Background: an optimization exercise with open tools, aiming at small area. Do not read the settings as production practice.
Only simulation tests tie the RTL to the original design; equivalence was not proved.
Power and IR drop assume default switching activity.

// snn_top
module snn_top #(
parameter ACT_PER_ADDR = 1,
parameter BW_PER_ACT = 1
)
(
    input                  clk,           
    input                  srstn,         
    input                  encode_input,  
    input                  en_compute_FC1,  
    input                  en_compute_FC2,  
    output sram_wen_a,
    output sram_wen_b,
    output [20:0] sram_addr_a,
    output [9:0] sram_addr_b,
    input [ACT_PER_ADDR*BW_PER_ACT-1:0] sram_rdata_a,
    input [ACT_PER_ADDR*BW_PER_ACT-1:0] sram_rdata_b,
    output [ACT_PER_ADDR*BW_PER_ACT-1:0] sram_wdata_a,
    output [ACT_PER_ADDR*BW_PER_ACT-1:0] sram_wdata_b,
    input [17:0]                              sram_raddr_weight,  
    input [7:0]                               sram_rdata_weight,  
    output                                    en_compute_FC1_finish,
    output                                    en_compute_FC2_finish
);
Size in the first run: about 1200 cells after synthesis, ~17000 sq um of cells after synthesis.
Settings: LEC_CHECK=0, CAP_MARGIN=20, CORE_MARGIN=2, CORE_UTILIZATION=40, CTS_BUF_LIST=sky130_fd_sc_hd__clkbuf_1 sky130_fd_sc_hd__clkbuf_2 sky130_fd_sc_hd__clkbuf_4, SLEW_MARGIN=20; clock period 14.0 ns.
run.sh (not shown) runs the stock make flow with config.mk's settings and CLKGATE_MAP_FILE= SYNTH_SCRIPT=/design/flow/synth_recipe.tcl, a recipe that flattens the netlist after the stock synthesis.
==> next run, changes <==
==> flow/flow/run.sh (new file) <==
#!/bin/bash
# Standard layout (the standard.sh: standard synthesis and ORFS steps) with two
# CTS / placement options changed:
#  - CTS: small clock buffers only and no dummy loads on the leaf nets;
#  - port buffers: sky130_fd_sc_hd__buf_1 instead of the flow's default pick.
# All of make's output goes to flow_make.log in the work folder.
set -euo pipefail
export CTS_ARGS="-sink_clustering_enable -repair_clock_nets -dont_use_dummy_load -buf_list {sky130_fd_sc_hd__clkbuf_1 sky130_fd_sc_hd__clkbuf_2 sky130_fd_sc_hd__clkbuf_4}"
export BUFFER_PORTS_ARGS="-buffer_cell sky130_fd_sc_hd__buf_1"
bash standard.sh > flow_make.log 2>&1
==> flow/standard.sh (new file) <==
#!/bin/bash
# synth_recipe.tcl (not shown) runs the flow's synth.tcl, then flattens the netlist and writes it again
# the make line also repeats each setting of config.mk as NAME=value (left out here)
make -C /OpenROAD-flow-scripts/flow DESIGN_CONFIG=/design/flow/config.mk WORK_HOME=/design/flow/orfs CLKGATE_MAP_FILE= SYNTH_SCRIPT=/design/flow/synth_recipe.tcl "${@:-finish}"
Settings changed: CTS_BUF_LIST sky130_fd_sc_hd__clkbuf_1 sky130_fd_sc_hd__clkbuf_2 sky130_fd_sc_hd__clkbuf_4 to default.
removed: flow/run.sh
After rerunning:
- first-iteration DRC count shrinks by 5.9%
- total power falls by 7.5%
- synthesized cell count is unchanged
- clock power decreases by 18%
- area after synthesis stays the same
- die area does not change
- via count falls by 3.9%
- final area drops by 3.9%
- worst setup slack improves by 390 ps
- non-clock buffer count fell by 1
==> next run, changes <==
==> flow/run.sh (new file) <==
#!/bin/bash
# synth_recipe.tcl (not shown) runs the flow's synth.tcl, then flattens the netlist and writes it again
# the make line also repeats each setting of config.mk as NAME=value (left out here)
make -C /OpenROAD-flow-scripts/flow DESIGN_CONFIG=/design/flow/config.mk WORK_HOME=/design/flow/orfs CLKGATE_MAP_FILE= SYNTH_SCRIPT=/design/flow/synth_recipe.tcl finish
removed: flow/flow/run.sh
removed: flow/standard.sh
Combinational power went up by a little under a tenth.
Non-clock buffer count is higher by 1.
Critical path depth is unchanged.
Global-route usage shrinks by 0.27 points.
Clock skew decreases by 73 ps.
Routed wire length falls slightly.
Power goes up by about a fifth.
Worst hold slack gains 47 ps.

---

job 3901:
The RTL this note starts from:
==> flow/design.v <==
module snn_top #(
parameter ACT_PER_ADDR = 1,
parameter BW_PER_ACT = 1
)
(
    input                  clk,           
    input                  srstn,         
    input                  encode_input,  
    input                  en_compute_FC1,  
    input                  en_compute_FC2,  
    output sram_wen_a,
    output sram_wen_b,
    output [20:0] sram_addr_a,
    output [9:0] sram_addr_b,
    input [ACT_PER_ADDR*BW_PER_ACT-1:0] sram_rdata_a,
    input [ACT_PER_ADDR*BW_PER_ACT-1:0] sram_rdata_b,
    output [ACT_PER_ADDR*BW_PER_ACT-1:0] sram_wdata_a,
    output [ACT_PER_ADDR*BW_PER_ACT-1:0] sram_wdata_b,
    input [17:0]                              sram_raddr_weight,  
    input [7:0]                               sram_rdata_weight,  
    output                                    en_compute_FC1_finish,
    output                                    en_compute_FC2_finish
);
localparam NW = 99;             
reg  [5*NW-1:0] ring;           
wire [4:0] r_out1 = ring[5*98 +: 5];    
wire [4:0] r_out2 = ring[5*8 +: 5];     
wire       b5_out2 = ring[5*17];        
wire       b6_out2 = ring[5*17+1];      
wire       sp_out2 = ring[5*98+3];      
reg        done1;               
reg        done2;
reg        fc2_go;              
reg [9:0]  i;                   
reg [11:0] z;                   
reg [8:0]  b;                   
reg [3:0]  m;                   
reg        wen_b_r;
reg        d5;                  
reg        d6;                  
reg        h;                   
reg signed [17:0] acc;
localparam [9:0] P0 = 10'd0, P1 = 10'd1, P99 = 10'd761,
                 P781 = 10'd424, P782 = 10'd849, P783 = 10'd675;
wire [9:0] i_nx = {i[8:0], ~(i[9] ^ i[6])};
wire c0 = (i == P0), c1 = (i == P1), c782 = (i == P782);
wire l2     = done1;
wire active = l2 ? (fc2_go & ~done2) : en_compute_FC1;
wire last   = active & (l2 ? (i == P99) : (i == P783));
wire m0     = (m == 4'd0);
wire m9     = m[3] & m[0];
wire gate = l2 ? (m0 ? sram_rdata_a[0] : sp_out2) : encode_input;
wire signed [17:0] wg = gate ? {{10{sram_rdata_weight[7]}}, sram_rdata_weight} : 18'sd0;
wire signed [17:0] s = acc + wg;
wire spike = l2 ? (s >= 18'sd182) : (s >= 18'sd136);
wire low   = (s <= 18'sd1);
wire [6:0] nv = spike ? (l2 ? 7'd91 : 7'd68) : (low ? 7'd0 : s[7:1]);
wire t0n = ~srstn | ~active | (l2 ? (b <= 9'd9) : (z <= 12'd98));
wire [4:0] fb  = l2 ? r_out2 : r_out1;
wire       fb5 = l2 ? b5_out2 : h;
wire       fb6 = l2 ? b6_out2 : sram_rdata_a[0];
wire [6:0] pv  = {fb6, fb5, fb};
wire [6:0] init = t0n ? 7'd0 : pv;
wire load = ~srstn | ~active | last;
always @(posedge clk)
    acc <= load ? {11'd0, init} : s;
wire [4:0] r0_in  = last ? nv[4:0] : fb;
wire       r9a_in = l2 ? (last ? nv[5] : b5_out2) : ring[5*8];
wire       r9b_in = l2 ? (last ? nv[6] : b6_out2) : ring[5*8+1];
wire       r9c_in = l2 ? gate : ring[5*8+2];
wire       r89_in = l2 ? ring[5*98+2] : ring[5*88+3];
wire       t34    = (z >= 12'd3400);        
always @(posedge clk)
begin
    ring <= {ring[5*NW-6:5*89-1], r89_in, ring[5*89-3:5*8+3], r9c_in, r9b_in, r9a_in, ring[5*8-1:0], r0_in};
    if (last)
        d5 <= (l2 | t34) ? spike : nv[5];
    if (!srstn)
        d6 <= 0;                
    else if (last)
        d6 <= nv[6];
    if (c782)
        h <= sram_rdata_a[0];
end
wire [11:0] aoff = (l2 | c0) ? 12'd1 :
                   c1        ? 12'd100 :
                   c782      ? 12'd2 : 12'hF9E;      
wire [11:0] addr = z + aoff;
wire adv2 = en_compute_FC2 & ~done2 & (~fc2_go | (m0 & (i != P99)) | (m9 & (i == P99)));
always @(posedge clk)
begin
    if (!srstn)
    begin
        done1 <= 0;
        done2 <= 0;
        fc2_go <= 0;
        i <= P0;
        z <= 12'hFFF;
        b <= 1;
        m <= 0;
        wen_b_r <= 1;
    end
    else
    begin
        fc2_go <= en_compute_FC2;
        i <= (active & ~last) ? i_nx : P0;
        wen_b_r <= ~(last & l2);
        if (!l2)
        begin
            if (active && c0)
            begin
                z <= addr;
                if (z == 12'd3499)
                    done1 <= 1;
            end
        end
        else
        begin
            if (!en_compute_FC2)
                z <= 12'd0;
            else if (adv2)
                z <= addr;
            if (last)
                m <= m9 ? 4'd0 : m + 4'd1;
            if (!wen_b_r)
            begin
                b <= b + 9'd1;
                if (b == 9'd350)
                    done2 <= 1;
            end
        end
    end
end
wire wr_b5 = c0 & (z != 12'hFFF);
wire wr_b6 = c1 & (z <= 12'd3400);
wire wr_s  = last & (z >= 12'd99) & (z <= 12'd3498);
assign sram_wen_a   = ~(~done1 & (wr_b5 | wr_b6 | wr_s));
assign sram_addr_a  = {9'd0, addr};
assign sram_wdata_a = c0 ? d5 : (c1 ? d6 : (pv == 7'd68));    
assign sram_wen_b   = wen_b_r;
assign sram_addr_b  = {1'b0, b};
assign sram_wdata_b = d5;
assign en_compute_FC1_finish = done1;
assign en_compute_FC2_finish = done2;
endmodule
Settings: LEC_CHECK=0, CAP_MARGIN=20, CORE_MARGIN=2, CORE_UTILIZATION=65, PLACE_DENSITY=0.8, SLEW_MARGIN=20; clock period 14.0 ns.
standard.sh (not shown) runs the stock make flow with config.mk's settings and CLKGATE_MAP_FILE= SYNTH_SCRIPT=/design/flow/synth_recipe.tcl, a recipe that flattens the netlist after the stock synthesis.
==> flow/flow/run.sh <==
#!/bin/bash
# The standard layout (standard.sh: ORFS synthesis and steps) with these changes:
#  - synthesis: synth_recipe.tcl as given, plus flow/abc_override.tcl, which maps the
#    combinational logic with ABC's default (area) script instead of ORFS's speed script;
#    yosys synth still runs with -nofsm -noshare, and flattening and renaming are the standard flow's;
#  - CTS: clock buffers up to clkbuf_8, sink clusters of up to 16 flip-flops within 80 um,
#    and no dummy loads on the leaf nets;
#  - port buffers: sky130_fd_sc_hd__buf_1 instead of the flow's default pick;
#  - the buffers synthesis inserts are removed at floorplan (REMOVE_ABC_BUFFERS); placement's
#    repair_design then buffers whatever still needs it.
# All of make's output goes to flow_make.log in the work folder (ORFS's per-step logs are
# under orfs/logs/).
set -euo pipefail
{ head -n 1 synth_recipe.tcl; cat flow/abc_override.tcl; tail -n +2 synth_recipe.tcl; } > my_synth.tcl
sed "s#SYNTH_SCRIPT=[^ ]*synth_recipe.tcl'\?#SYNTH_SCRIPT=$PWD/my_synth.tcl#" standard.sh > my_standard.sh
grep -q "SYNTH_SCRIPT=$PWD/my_synth.tcl" my_standard.sh
export CTS_ARGS="-sink_clustering_enable -repair_clock_nets -dont_use_dummy_load -sink_clustering_size 16 -sink_clustering_max_diameter 80 -buf_list {sky130_fd_sc_hd__clkbuf_1 sky130_fd_sc_hd__clkbuf_2 sky130_fd_sc_hd__clkbuf_4 sky130_fd_sc_hd__clkbuf_8}"
export BUFFER_PORTS_ARGS="-buffer_cell sky130_fd_sc_hd__buf_1"
export REMOVE_ABC_BUFFERS=1
bash my_standard.sh > flow_make.log 2>&1
==> flow/flow/abc_override.tcl <==
# Map the combinational logic with ABC's default script for a liberty library (area
# oriented, no delay target) in place of ORFS's speed script. Only the abc call changes:
# flip-flop mapping, register names, flattening and renaming stay as in the standard flow's synthesis.
proc abc {args} {
  set out {}
  set skip 0
  foreach a $args {
    if {$skip} { set skip 0; continue }
    if {$a eq "-script" || $a eq "-D" || $a eq "-constr"} { set skip 1; continue }
    lappend out $a
  }
  yosys abc {*}$out
}
Job 3901: flow completed, timing, DRC and antenna clean
Changes in job 7984 relative to job 3901:
==> flow/flow/run.sh <==
#!/bin/bash
# Standard layout (the standard.sh: standard synthesis and ORFS steps) with these
# options changed:
#  - CTS: clock buffers up to clkbuf_8, sink clusters of up to 16 flip-flops within 80 um,
#    and no dummy loads on the leaf nets;
#  - port buffers: sky130_fd_sc_hd__buf_1 instead of the flow's default pick;
#  - the buffers ABC inserts are removed at floorplan (REMOVE_ABC_BUFFERS); placement's
#    repair_design then buffers whatever still needs it.
# All of make's output goes to flow_make.log in the work folder (ORFS's per-step logs are
# under orfs/logs/).
set -euo pipefail
export CTS_ARGS="-sink_clustering_enable -repair_clock_nets -dont_use_dummy_load -sink_clustering_size 16 -sink_clustering_max_diameter 80 -buf_list {sky130_fd_sc_hd__clkbuf_1 sky130_fd_sc_hd__clkbuf_2 sky130_fd_sc_hd__clkbuf_4 sky130_fd_sc_hd__clkbuf_8}"
export BUFFER_PORTS_ARGS="-buffer_cell sky130_fd_sc_hd__buf_1"
export REMOVE_ABC_BUFFERS=1
bash standard.sh > flow_make.log 2>&1
removed: flow/flow/abc_override.tcl
Results
Between job 7984 and job 3901, the fraction of area in clock buffers and inverters figures differ only marginally.
NOTE design area job 3901->job 7984 increased by a few percent
Job 7984 completed every stage of the flow, and the final layout passed the timing, DRC and antenna checks.
Job 7984: basic-gate share of the synthesized area counting and, or, nand and nor cells 0.62 points above job 3901
The lower count of mapped cells out of synthesis of job 7984 and job 3901 is in job 3901.
Combinational power share up 0.2 points in job 7984 wrt job 3901
### job 7984 -> job 9101
- a change of PLACE_DENSITY from 0.8 to 0.9
- a change of CORE_UTILIZATION from 65 to 80
## What came out
Job 9101 | stages: all done | timing, DRC, antenna: all pass. Of job 9101 and job 7984, it is job 9101 that has the lower layout overhead on the synthesized area. In terms of peak fanout along the critical path, job 9101 and job 7984 differ only marginally. Wire length is lower on job 7984. Delta (job 9101 minus job 7984): met3 demand-to-capacity share in global routing increased by 2.1 points relative to the old numbers, area enclosed by the die boundary decreased by about 18% relative to the old numbers. The lower shortest period the worst path allows of job 9101 and job 7984 is in job 7984. Note that the via count recorded for job 9101 amounts to 1.09 times the value seen in job 7984. Row sequential share of layout area: job 9101 higher / job 7984 lower. Total power of job 9101 is higher than that of job 7984.
Inputs modified between job 9101 and job 3561:
- CORE_UTILIZATION: 80 -> 65
- PLACE_DENSITY: 0.9 -> 0.8
diff --git a/flow/flow/run.sh b/flow/flow/run.sh
--- a/flow/flow/run.sh
+++ b/flow/flow/run.sh
@@ -2,2 +2,5 @@
-# Standard layout (the standard.sh: standard synthesis and ORFS steps) with these
-# options changed:
+# The standard layout (standard.sh: ORFS synthesis and steps) with these changes:
+#  - synthesis: synth_recipe.tcl as given, plus flow/abc_override.tcl, which maps the
+#    combinational logic with the area-oriented ABC script flow/area.abc (amap) instead of
+#    ORFS's speed script;
+#    yosys synth still runs with -nofsm -noshare, and flattening and renaming are the standard flow's;
@@ -7 +10 @@
-#  - the buffers ABC inserts are removed at floorplan (REMOVE_ABC_BUFFERS); placement's
+#  - the buffers synthesis inserts are removed at floorplan (REMOVE_ABC_BUFFERS); placement's
@@ -11,0 +15,3 @@
+{ head -n 1 synth_recipe.tcl; cat flow/abc_override.tcl; tail -n +2 synth_recipe.tcl; } > my_synth.tcl
+sed "s#SYNTH_SCRIPT=[^ ]*synth_recipe.tcl'\?#SYNTH_SCRIPT=$PWD/my_synth.tcl#" standard.sh > my_standard.sh
+grep -q "SYNTH_SCRIPT=$PWD/my_synth.tcl" my_standard.sh
@@ -15 +21,2 @@
-bash standard.sh > flow_make.log 2>&1
+export MY_AREA_ABC="$PWD/flow/area.abc"
+bash my_standard.sh > flow_make.log 2>&1
==> flow/flow/abc_override.tcl (new file) <==
# Map the combinational logic with an area-oriented ABC script (flow/area.abc) in place
# of ORFS's speed script. Only the abc call changes: flip-flop mapping, register names,
# flattening and renaming stay as in the standard flow's synthesis.
proc abc {args} {
  set out {}
  set skip 0
  foreach a $args {
    if {$skip} { set skip 0; continue }
    if {$a eq "-script" || $a eq "-D" || $a eq "-constr"} { set skip 1; continue }
    lappend out $a
  }
  yosys abc {*}$out -script $::env(MY_AREA_ABC)
}
==> flow/flow/area.abc (new file) <==
strash; ifraig; scorr; dc2; strash; dc2; strash; dch -f; amap; topo
==> notes.md <==
Final cell count without fillers (lower): job 9101
Comparing job 9101 and job 3561, global-route usage is lower on job 3561.
Against job 9101, total power density per cell area in job 3561 rose slightly.
Job 3561 ended up with fa_1 as its slowest cell on the critical path; job 9101 ended up with nor4_1.
Comparing job 9101 and job 3561, cell internal power dissipation is higher on job 9101.
Relative to job 9101, the final cell area reported for job 3561 is lower.
Sequential share of the synthesized area in job 3561 is 3.7 points higher than in job 9101
Job 3561 — non-clock buffer count 2 higher, job 9101 as reference
Job 3561: clock skew 0.012 ns above job 9101
Compared to job 9101, job 3561 leaves more free space in the core.
Taking job 3561 over job 9101, the detailed route wirelength on metal3 ratio works out to 0.49.
Run comparison: job 3561 last element of the critical path d5; job 9101 last element of the critical path sram_addr_a[11]
Edits applied to the flow inputs when going from job 3561 to job 4159:
diff --git a/flow/flow/run.sh b/flow/flow/run.sh
--- a/flow/flow/run.sh
+++ b/flow/flow/run.sh
@@ -5 +5,2 @@
-#    ORFS's speed script;
+#    ORFS's speed script; the adders are left to ABC too (ADDER_MAP_FILE empty: no
+#    extract_fa / half- and full-adder cell mapping before ABC);
@@ -7 +8 @@
-#  - CTS: clock buffers up to clkbuf_8, sink clusters of up to 16 flip-flops within 80 um,
+#  - CTS: clock buffers up to clkbuf_8, sink clusters of up to 20 flip-flops within 50 um,
@@ -18 +19 @@
-export CTS_ARGS="-sink_clustering_enable -repair_clock_nets -dont_use_dummy_load -sink_clustering_size 16 -sink_clustering_max_diameter 80 -buf_list {sky130_fd_sc_hd__clkbuf_1 sky130_fd_sc_hd__clkbuf_2 sky130_fd_sc_hd__clkbuf_4 sky130_fd_sc_hd__clkbuf_8}"
+export CTS_ARGS="-sink_clustering_enable -repair_clock_nets -dont_use_dummy_load -sink_clustering_size 20 -sink_clustering_max_diameter 50 -buf_list {sky130_fd_sc_hd__clkbuf_1 sky130_fd_sc_hd__clkbuf_2 sky130_fd_sc_hd__clkbuf_4 sky130_fd_sc_hd__clkbuf_8}"
@@ -21,0 +23 @@
+export ADDER_MAP_FILE=
--- outcome ---
Delta (job 4159 minus job 3561): area enclosed by the die boundary went down 340 um2; via count of the routed design saw an increase; number of clock buffers in the layout now smaller; area after detailed placement decreased by 220 um2 relative to the old numbers; power in the clock group now smaller.

==> separate check: timing with driven ports <==
The flow's constraints put no driver on any port. The routed layouts listed below were extracted and timed again, unchanged, in two steps. Step 1 assumes that a clkbuf_16 drives the clock port and a buf_2 every other input. Step 2, shift: input delay + t, output delay - t, t = (earliest + latest rising clock arrival at the registers) / 2. This alone moves slack from input paths to output paths. Slacks: ideal ports / drivers / drivers and shift; pairs: ideal ports / drivers.
| run | t (ns) | slack for setup (ns) | worst hold slack (ns) | worst setup path at the end |
|---|---|---|---|---|
| the first run of note 1 | 0.788 | 6.767 / 6.725 / 6.880 | 0.295 / 0.295 / 0.295 | input to register |
| the second run of note 1 | 0.767 | 7.154 / 7.109 / 7.243 | 0.259 / 0.259 / 0.259 | input to register |
| the third run of note 1 | 0.622 | 6.935 / 6.887 / 6.882 | 0.307 / 0.307 / 0.307 | input to register |
| job 3901 | 0.583 | 6.311 / 6.299 / 5.747 | 0.285 / 0.285 / 0.285 | input to register |
| job 7984 | 0.561 | 6.568 / 6.528 / 6.691 | 0.308 / 0.308 / 0.308 | input to register |
| job 9101 | 0.565 | 6.151 / 6.113 / 6.108 | 0.322 / 0.322 / 0.322 | input to register |
| job 3561 | 0.585 | 6.373 / 6.391 / 5.806 | 0.301 / 0.301 / 0.301 | input to register |
| job 4159 | 0.565 | 5.575 / 5.593 / 5.028 | 0.277 / 0.277 / 0.277 | input to register |
After both steps setup and hold are still met in every run listed. The setup slack of job 3561, which loses most, moves by +0.018 ns with the drivers and by -0.567 ns with both steps.
